This design comes from an exercise in tuning for small area and a short achievable clock period on the open sky130 flow, not from production work.
RTL that was checked went through simulation tests only; none was proved equivalent to the original.

// FAS
module FAS (data_valid, data, clk, rst, fir_d, fir_valid, fft_valid, done, freq,
 fft_d1, fft_d2, fft_d3, fft_d4, fft_d5, fft_d6, fft_d7, fft_d8,
 fft_d9, fft_d10, fft_d11, fft_d12, fft_d13, fft_d14, fft_d15, fft_d0);
For scale: about 12000 cells after synthesis, about 550 I/O pins, roughly 130000 sq um of cells after synthesis.
==> flow/config.mk <==
export PLATFORM = sky130hd
export DESIGN_NAME = FAS
export DESIGN_NICKNAME = FAS
export VERILOG_FILES = /design/flow/design.v
export SDC_FILE = /design/flow/constraint.sdc
export NUM_CORES = 8
export LEC_CHECK = 0
export CAP_MARGIN = 20
export CORE_MARGIN = 2
export CORE_UTILIZATION = 50
export CTS_CLUSTER_DIAMETER = 150
export CTS_CLUSTER_SIZE = 20
export SLEW_MARGIN = 20
==> flow/constraint.sdc <==
create_clock -name core_clock -period 18.0 [get_ports {clk}]
set_input_delay 3.6000 -clock core_clock [delete_from_list [all_inputs] [get_ports {clk}]]
set_output_delay 3.6000 -clock core_clock [all_outputs]
set_load 0.01 [all_outputs]
standard.sh (not shown) runs the stock make flow with config.mk's settings and CLKGATE_MAP_FILE= SYNTH_SCRIPT=/design/flow/synth_recipe.tcl, a recipe that flattens the netlist after the stock synthesis.
==> flow/flow/run.sh <==
#!/bin/bash
set -euo pipefail
export SETUP_SLACK_MARGIN=12.9
export BUFFER_PORTS_ARGS="-buffer_cell sky130_fd_sc_hd__buf_1"
export PRE_IO_PLACEMENT_TCL=$PWD/flow/io.tcl
R=orfs/results/sky130hd/FAS/base
bash standard.sh synth > flow_synth.log 2>&1
cp $R/1_2_yosys.v yosys_netlist_orig.v
python3 flow/fixfa.py yosys_netlist_orig.v $R/1_2_yosys.v > fixfa.log 2>&1
bash standard.sh > flow_layout.log 2>&1
Other scripts of this flow, unchanged in this note and not shown: flow/flow/fixfa.py, flow/flow/io.tcl
The starting point passed the timing, design-rule and antenna checks.
Change:
--- a/flow/flow/run.sh
+++ b/flow/flow/run.sh
@@ -3 +3 @@
-export SETUP_SLACK_MARGIN=12.9
+export SETUP_SLACK_MARGIN=12.75
CORE_UTILIZATION = 40   (was 50)
Effect: Die area rose by 25%. Worst hold slack is worse by 0.022 ns. Area after synthesis stays the same. Design area rose by 0.52%. Utilization fell by 10 points. Routed wire length fell by 3.9%.
Change:
--- a/flow/flow/run.sh
+++ b/flow/flow/run.sh
@@ -3 +3 @@
-export SETUP_SLACK_MARGIN=12.75
+export SETUP_SLACK_MARGIN=12.9
PLACE_DENSITY = 0.75   (was not set)
Result: The new run went through all stages and came out clean. Count of clock-buffer cells in the layout is higher by 3. Final area is about the same. Routed wire length is lower by 6.5%. Cell count stays flat. Global-route usage is lower by 1.4 points.
Change:
PLACE_DENSITY = not set   (was 0.75)
Effect:
- via count came out lower by 0.96%
- design area stays flat
- first-iteration DRC count came out lower by 5.2%
- wire length came out higher by 7.7%

* * *

## rev 12
Another version of the RTL of FAS (not shown whole).
Size: ~12000 cells after synthesis, about 0.13 mm² of cells after synthesis.
// FAS
module FAS (data_valid, data, clk, rst, fir_d, fir_valid, fft_valid, done, freq,
 fft_d1, fft_d2, fft_d3, fft_d4, fft_d5, fft_d6, fft_d7, fft_d8,
 fft_d9, fft_d10, fft_d11, fft_d12, fft_d13, fft_d14, fft_d15, fft_d0);
    input clk, rst;
    input data_valid;
    input [15:0] data;
    output fir_valid, fft_valid;
    output [15:0] fir_d;
    output [31:0] fft_d1, fft_d2, fft_d3, fft_d4, fft_d5, fft_d6, fft_d7, fft_d8;
    output [31:0] fft_d9, fft_d10, fft_d11, fft_d12, fft_d13, fft_d14, fft_d15, fft_d0;
    output done;
    output [3:0] freq;
reg dv; reg [3:0] ph; reg [7:0] cnt;
wire [3:0] nph = ph + {3'd0, dv};
reg [15:0] x [0:31];
integer xi;
always @(posedge clk) begin x[0] <= data; for (xi=1; xi<32; xi=xi+1) x[xi] <= x[xi-1]; end
wire [16:0] u0_8 = {x[6][15],x[6]} + {x[21][15],x[21]};
wire [16:0] u0_9 = {x[7][15],x[7]} + {x[20][15],x[20]};
wire [16:0] u0_10 = {x[8][15],x[8]} + {x[19][15],x[19]};
wire [16:0] u0_11 = {x[9][15],x[9]} + {x[18][15],x[18]};
wire [16:0] u0_12 = {x[10][15],x[10]} + {x[17][15],x[17]};
wire [16:0] u0_13 = {x[11][15],x[11]} + {x[16][15],x[16]};
wire [16:0] u0_14 = {x[12][15],x[12]} + {x[15][15],x[15]};
wire [16:0] u0_15 = {x[13][15],x[13]} + {x[14][15],x[14]};
wire fir_s1 = u0_8[1] ^ u0_9[0] ^ ~u0_10[0];
  ...
==> flow/config.mk <==
export PLATFORM = sky130hd
export DESIGN_NAME = FAS
export DESIGN_NICKNAME = FAS
export VERILOG_FILES = /design/flow/design.v
export SDC_FILE = /design/flow/constraint.sdc
export NUM_CORES = 8
export LEC_CHECK = 0
export CAP_MARGIN = 20
export CORE_MARGIN = 2
export CORE_UTILIZATION = 40
export CTS_CLUSTER_DIAMETER = 150
export CTS_CLUSTER_SIZE = 20
export SLEW_MARGIN = 20
==> flow/constraint.sdc <==
create_clock -name core_clock -period 18.0 [get_ports {clk}]
set_input_delay 3.6000 -clock core_clock [delete_from_list [all_inputs] [get_ports {clk}]]
set_output_delay 3.6000 -clock core_clock [all_outputs]
set_load 0.01 [all_outputs]
==> flow/flow/run.sh <==
#!/bin/bash
set -euo pipefail
export SETUP_SLACK_MARGIN=12.9
export BUFFER_PORTS_ARGS="-buffer_cell sky130_fd_sc_hd__buf_2"
R=orfs/results/sky130hd/FAS/base
bash standard.sh synth > flow_synth.log 2>&1
cp $R/1_2_yosys.v yosys_netlist_orig.v
python3 flow/fixfa.py yosys_netlist_orig.v $R/1_2_yosys.v > fixfa.log 2>&1
bash standard.sh > flow_layout.log 2>&1
Other scripts of this flow, unchanged in this note and not shown: flow/flow/fixfa.py
In summary, rev 12 completed successfully, with a layout that passed the timing, design-rule and antenna checks.
Here is what was changed in the inputs of rev 13 compared with rev 12.
Settings: CTS_CLUSTER_DIAMETER: 150 -> unset; CTS_CLUSTER_SIZE: 20 -> unset.
## What came out
Higher non-clock buffer contribution to total cell area among rev 13 and rev 12: rev 13. Rev 13 vs rev 12 — core utilization rose 1.9 points. Side by side, CTS H-tree depth turned out higher in rev 13 than in rev 12. Relative to rev 12, clock transition at the register clock pins on the worst setup and hold paths after CTS has decreased by 40 ps in rev 13.
No run of this note included a check of the RTL's function; only the layout flow was run.

* * *

Setup of job 101:
FAS, a different RTL version from the one above (not shown whole).
Size: roughly 12000 cells after synthesis, roughly 130000 um^2 of cells after synthesis.
Settings: LEC_CHECK=0, CAP_MARGIN=20, CORE_MARGIN=2, CORE_UTILIZATION=60, CTS_CLUSTER_DIAMETER=150, CTS_CLUSTER_SIZE=20, SLEW_MARGIN=20; clock period 18.0 ns.
Scripts as last shown in full above: flow/flow/run.sh
Other scripts of this flow, unchanged in this note and not shown: flow/flow/fixfa.py
diff inputs: job 101 => job 102
-- flow/config.mk --
<<< job 101, line 10
export CORE_UTILIZATION = 60
>>> job 102, line 10
export CORE_UTILIZATION = 40
## What came out
Side by side, layout cell share with drive strength beyond 1 turned out higher in job 102 than in job 101. Taking job 101 as the reference, in job 102 highest cell delay on the worst timing path decreased by 110 ps relative to the old numbers. Per the final summary, job 102 finished and its layout is clean on timing, DRC and antenna.
## Diff of input files: job 103 against job 102
-- flow/flow/run.sh --
<<< job 102, line 3
export SETUP_SLACK_MARGIN=12.9
>>> job 103, line 3
export SETUP_SLACK_MARGIN=12.8
-- flow/config.mk --
<<< job 102, line 10
export CORE_UTILIZATION = 40
>>> job 103, line 10
export CORE_UTILIZATION = 60
==> results.txt <==
Job 103 did not stop at any stage, and its layout met the timing, design-rule and antenna checks. Per the comparison of job 103 with job 102, worst setup slack shrank by 69 ps. register to register as the class of the most critical setup path was reported by job 103, and register to primary output by job 102. Going from job 102 to job 103, the sequential share of layout area was found to have gone up by 0.46 points. Changes observed in job 103 relative to job 102: total non-filler cell area in the finished layout lost about 1.8%; portion of the layout cell area used by non-clock buffers -0.42 points. Compared to job 102, job 103 was floorplanned on a smaller die. Launch point of the worst path: ch[0][8]$_DFF_P_ -> job 102, f3i[11]$_DFF_P_ -> job 103. From job 102 to job 103 the numbers moved as follows: maximum frequency down 2.6 MHz; arrival time reported for the critical path endpoint went up 4430 ps; number of antenna diodes went up by 2; hold slack increased 18 ps.
No functional check of the RTL was part of any run of this note.

* * *

FAS, a different RTL version from the one above (not shown whole).
Size: about 2400 flip-flops, about 550 I/O pins, about 140000 um2 of cells after synthesis.
==> flow/config.mk <==
export PLATFORM = sky130hd
export DESIGN_NAME = FAS
export DESIGN_NICKNAME = FAS
export VERILOG_FILES = /design/flow/design.v
export SDC_FILE = /design/flow/constraint.sdc
export NUM_CORES = 8
export LEC_CHECK = 0
export CAP_MARGIN = 20
export CORE_MARGIN = 2
export CORE_UTILIZATION = 40
export SLEW_MARGIN = 20
==> flow/constraint.sdc <==
create_clock -name core_clock -period 18.0 [get_ports {clk}]
set_input_delay 3.6000 -clock core_clock [delete_from_list [all_inputs] [get_ports {clk}]]
set_output_delay 3.6000 -clock core_clock [all_outputs]
set_load 0.01 [all_outputs]
==> flow/flow/run.sh <==
#!/bin/bash
set -euo pipefail
export SETUP_SLACK_MARGIN=13.2
export BUFFER_PORTS_ARGS="-buffer_cell sky130_fd_sc_hd__buf_4"
bash standard.sh > standard_flow.log 2>&1
Then changed:
==> flow/flow/run.sh (replaced) <==
#!/bin/bash
set -euo pipefail
export SETUP_SLACK_MARGIN=13.6
export BUFFER_PORTS_ARGS="-buffer_cell sky130_fd_sc_hd__buf_2"
bash standard.sh > standard_flow.log 2>&1
What happened: Routed wire length is higher by a few percent. Via count is higher slightly. Final cell count is higher slightly. Worst hold slack improved by 0.016 ns. Synthesized cell count stays the same. Flip-flop and latch count is unchanged.

* * *

FAS again, from the RTL that the note above started with.
export LEC_CHECK = 0
export CAP_MARGIN = 20
export CORE_MARGIN = 2
export CORE_UTILIZATION = 40
export SLEW_MARGIN = 20
create_clock -name core_clock -period 18.0 [get_ports {clk}]
==> flow/flow/run.sh <==
#!/bin/bash
set -euo pipefail
export SETUP_SLACK_MARGIN=12.9
export BUFFER_PORTS_ARGS="-buffer_cell sky130_fd_sc_hd__buf_2"
R=orfs/results/sky130hd/FAS/base
bash standard.sh synth > flow_synth.log 2>&1
cp $R/1_2_yosys.v yosys_netlist_orig.v
python3 flow/fixfa.py yosys_netlist_orig.v $R/1_2_yosys.v > fixfa.log 2>&1
bash standard.sh > flow_layout.log 2>&1
Other scripts of this flow, unchanged in this note and not shown: flow/flow/fixfa.py
Then changed:
==> flow/flow/run.sh (replaced) <==
#!/bin/bash
set -euo pipefail
export SETUP_SLACK_MARGIN=13.2
export BUFFER_PORTS_ARGS="-buffer_cell sky130_fd_sc_hd__buf_4"
R=orfs/results/sky130hd/FAS/base
bash standard.sh synth > flow_synth.log 2>&1
cp $R/1_2_yosys.v yosys_netlist_orig.v
python3 flow/fixfa.py yosys_netlist_orig.v $R/1_2_yosys.v > fixfa.log 2>&1
bash standard.sh > flow_layout.log 2>&1
- CTS_CLUSTER_SIZE: not set -> 30
Clock skew shrinks by 0.013 ns.
Via count grows by about 1.6%.
Routed wire length grows by about 2.4%.
Then changed:
- CTS_CLUSTER_SIZE: 30 -> not set
=>
- routed wire length does not change
- worst setup slack does not change
- via count is unchanged
- maximum frequency does not change

* * *

the baseline:
RTL: one of the versions met above, not the one the previous note started from.
For scale: roughly 12,000 cells after synthesis, roughly 550 I/O pins, ~0.13 mm^2 of cells after synthesis.
Settings: LEC_CHECK=0, CAP_MARGIN=20, CORE_MARGIN=2, CORE_UTILIZATION=40, CTS_CLUSTER_DIAMETER=150, CTS_CLUSTER_SIZE=20, SLEW_MARGIN=20; clock period 18.0 ns.
==> flow/flow/run.sh <==
#!/bin/bash
set -euo pipefail
export SETUP_SLACK_MARGIN=13.05
export BUFFER_PORTS_ARGS="-buffer_cell sky130_fd_sc_hd__buf_1"
export PRE_IO_PLACEMENT_TCL=$PWD/flow/io.tcl
R=orfs/results/sky130hd/FAS/base
bash standard.sh synth > flow_synth.log 2>&1
cp $R/1_2_yosys.v yosys_netlist_orig.v
python3 flow/fixfa.py yosys_netlist_orig.v $R/1_2_yosys.v > fixfa.log 2>&1
bash standard.sh > flow_layout.log 2>&1
Other scripts of this flow, unchanged in this note and not shown: flow/flow/fixfa.py, flow/flow/io.tcl
The baseline: PASS, flow complete, no timing, DRC or antenna violations
[inputs] the candidate vs the baseline
--- a/flow/flow/run.sh
+++ b/flow/flow/run.sh
@@ -2,3 +2,3 @@
 set -euo pipefail
-export SETUP_SLACK_MARGIN=13.05
+export SETUP_SLACK_MARGIN=12.9
 export BUFFER_PORTS_ARGS="-buffer_cell sky130_fd_sc_hd__buf_1"
==> comparison <==
Of the candidate and the baseline, the higher post-CTS resize count belongs to the baseline.
On via count: between the candidate and the baseline, it ends up higher for the baseline.
Data arrival time of the worst path ended up 0.02 ns higher on the candidate than on the baseline.

* * *

## delta
FAS, a different RTL version from the one above (not shown whole).
Size in the first run: ~12000 cells after synthesis, ~130000 um2 of cells after synthesis.
// FAS
module FAS (data_valid, data, clk, rst, fir_d, fir_valid, fft_valid, done, freq,
 fft_d1, fft_d2, fft_d3, fft_d4, fft_d5, fft_d6, fft_d7, fft_d8,
 fft_d9, fft_d10, fft_d11, fft_d12, fft_d13, fft_d14, fft_d15, fft_d0);
==> flow/config.mk <==
export PLATFORM = sky130hd
export DESIGN_NAME = FAS
export DESIGN_NICKNAME = FAS
export VERILOG_FILES = /design/flow/design.v
export SDC_FILE = /design/flow/constraint.sdc
export NUM_CORES = 8
export LEC_CHECK = 0
export CAP_MARGIN = 20
export CORE_MARGIN = 2
export CORE_UTILIZATION = 40
export CTS_CLUSTER_DIAMETER = 120
export CTS_CLUSTER_SIZE = 24
export SLEW_MARGIN = 20
==> flow/constraint.sdc <==
create_clock -name core_clock -period 18.0 [get_ports {clk}]
set_input_delay 3.6000 -clock core_clock [delete_from_list [all_inputs] [get_ports {clk}]]
set_output_delay 3.6000 -clock core_clock [all_outputs]
set_load 0.01 [all_outputs]
==> flow/flow/run.sh <==
#!/bin/bash
set -euo pipefail
export SETUP_SLACK_MARGIN=12.9
export BUFFER_PORTS_ARGS="-buffer_cell sky130_fd_sc_hd__buf_2"
R=orfs/results/sky130hd/FAS/base
bash standard.sh synth > flow_synth.log 2>&1
cp $R/1_2_yosys.v yosys_netlist_orig.v
python3 flow/fixfa.py yosys_netlist_orig.v $R/1_2_yosys.v > fixfa.log 2>&1
bash standard.sh > flow_layout.log 2>&1
Other scripts of this flow, unchanged in this note and not shown: flow/flow/fixfa.py
Inputs modified between delta and beta:
- changing CTS_CLUSTER_DIAMETER from 120 to 150
- changing CTS_CLUSTER_SIZE from 24 to 20
diff --git a/flow/flow/run.sh b/flow/flow/run.sh
--- a/flow/flow/run.sh
+++ b/flow/flow/run.sh
@@ -3,3 +3,3 @@
 export SETUP_SLACK_MARGIN=12.9
-export BUFFER_PORTS_ARGS="-buffer_cell sky130_fd_sc_hd__buf_2"
+export BUFFER_PORTS_ARGS="-buffer_cell sky130_fd_sc_hd__buf_1"
 R=orfs/results/sky130hd/FAS/base
Findings:
In the reports for delta and beta, the smaller standard cell area after detailed placement belongs to beta.
NOTE: number of buffers inserted during clock tree synthesis in beta exceeds that of delta
Taking delta as the reference, in beta total number of vias comparable, wire length of the first global-routing pass shows no meaningful change, final standard cell count with taps included and fillers excluded roughly the same, sum of routed wire length over all layers shows an increase of about 0.3%.
Detailed-routing iteration count for the pre-antenna-repair pass ends up higher on delta.

-- re-timing with driven ports --
The flow's constraints put no driver on any port. The routed layouts listed below were extracted and timed again, unchanged, in two steps. Step 1 (the two cells are an assumption about what drives the block):
set clk [get_ports {clk}]
set_driving_cell -lib_cell sky130_fd_sc_hd__clkbuf_16 $clk
set_driving_cell -lib_cell sky130_fd_sc_hd__buf_2 [delete_from_list [all_inputs] $clk]
Step 2, shift: input delay + t, output delay - t, t = (earliest + latest rising clock arrival at the registers) / 2. This alone moves slack from input paths to output paths. Slacks: no drivers / after step 1 / after step 2; pairs: no drivers / after step 1.
| run | shift t [ns] | setup WS [ns] | hold WS [ns] | worst register clock-pin slew, ns |
|---|---|---|---|---|
| the first run of note 1 | 0.943 | 12.959 / 12.855 / 13.063 | 0.300 / 0.300 / 0.300 | 0.10 / 0.10 |
| the second run of note 1 | 0.950 | 12.876 / 12.770 / 12.881 | 0.278 / 0.278 / 0.278 | 0.10 / 0.10 |
| the third run of note 1 | 0.972 | 12.974 / 12.868 / 13.099 | 0.303 / 0.303 / 0.303 | 0.10 / 0.10 |
| the fourth run of note 1 | 0.963 | 12.965 / 12.854 / 13.153 | 0.273 / 0.273 / 0.273 | 0.10 / 0.10 |
| rev 12 | 0.952 | 12.796 / 12.787 / 12.796 | 0.262 / 0.262 / 0.262 | 0.10 / 0.10 |
| rev 13 | 0.984 | 12.826 / 12.769 / 12.826 | 0.280 / 0.280 / 0.280 | 0.07 / 0.07 |
| job 101 | 0.916 | 12.893 / 12.849 / 12.893 | 0.301 / 0.301 / 0.301 | 0.10 / 0.10 |
| job 102 | 0.942 | 12.901 / 12.807 / 13.147 | 0.284 / 0.284 / 0.284 | 0.10 / 0.10 |
| job 103 | 0.914 | 12.832 / 12.755 / 12.832 | 0.302 / 0.302 / 0.302 | 0.10 / 0.10 |
| the first run of note 4 | 0.997 | 12.845 / 12.750 / 13.068 | 0.271 / 0.271 / 0.271 | 0.08 / 0.08 |
| the second run of note 4 | 0.997 | 12.839 / 12.743 / 13.074 | 0.288 / 0.288 / 0.288 | 0.07 / 0.07 |
| the first run of note 5 | 0.996 | 12.868 / 12.774 / 13.022 | 0.283 / 0.283 / 0.283 | 0.08 / 0.08 |
| the second run of note 5 | 0.992 | 12.875 / 12.779 / 13.171 | 0.281 / 0.281 / 0.281 | 0.07 / 0.07 |
| the third run of note 5 | 0.992 | 12.875 / 12.779 / 13.171 | 0.281 / 0.281 / 0.281 | 0.07 / 0.07 |
| the baseline | 0.967 | 13.004 / 12.900 / 13.177 | 0.229 / 0.229 / 0.229 | 0.11 / 0.11 |
| the candidate | 0.964 | 12.976 / 12.870 / 13.124 | 0.227 / 0.227 / 0.227 | 0.11 / 0.11 |
| delta | 1.019 | 12.819 / 12.706 / 13.127 | 0.245 / 0.245 / 0.245 | 0.11 / 0.11 |
| beta | 0.951 | 12.927 / 12.826 / 13.174 | 0.276 / 0.276 / 0.276 | 0.10 / 0.10 |
After both steps setup and hold are still met in every run listed.
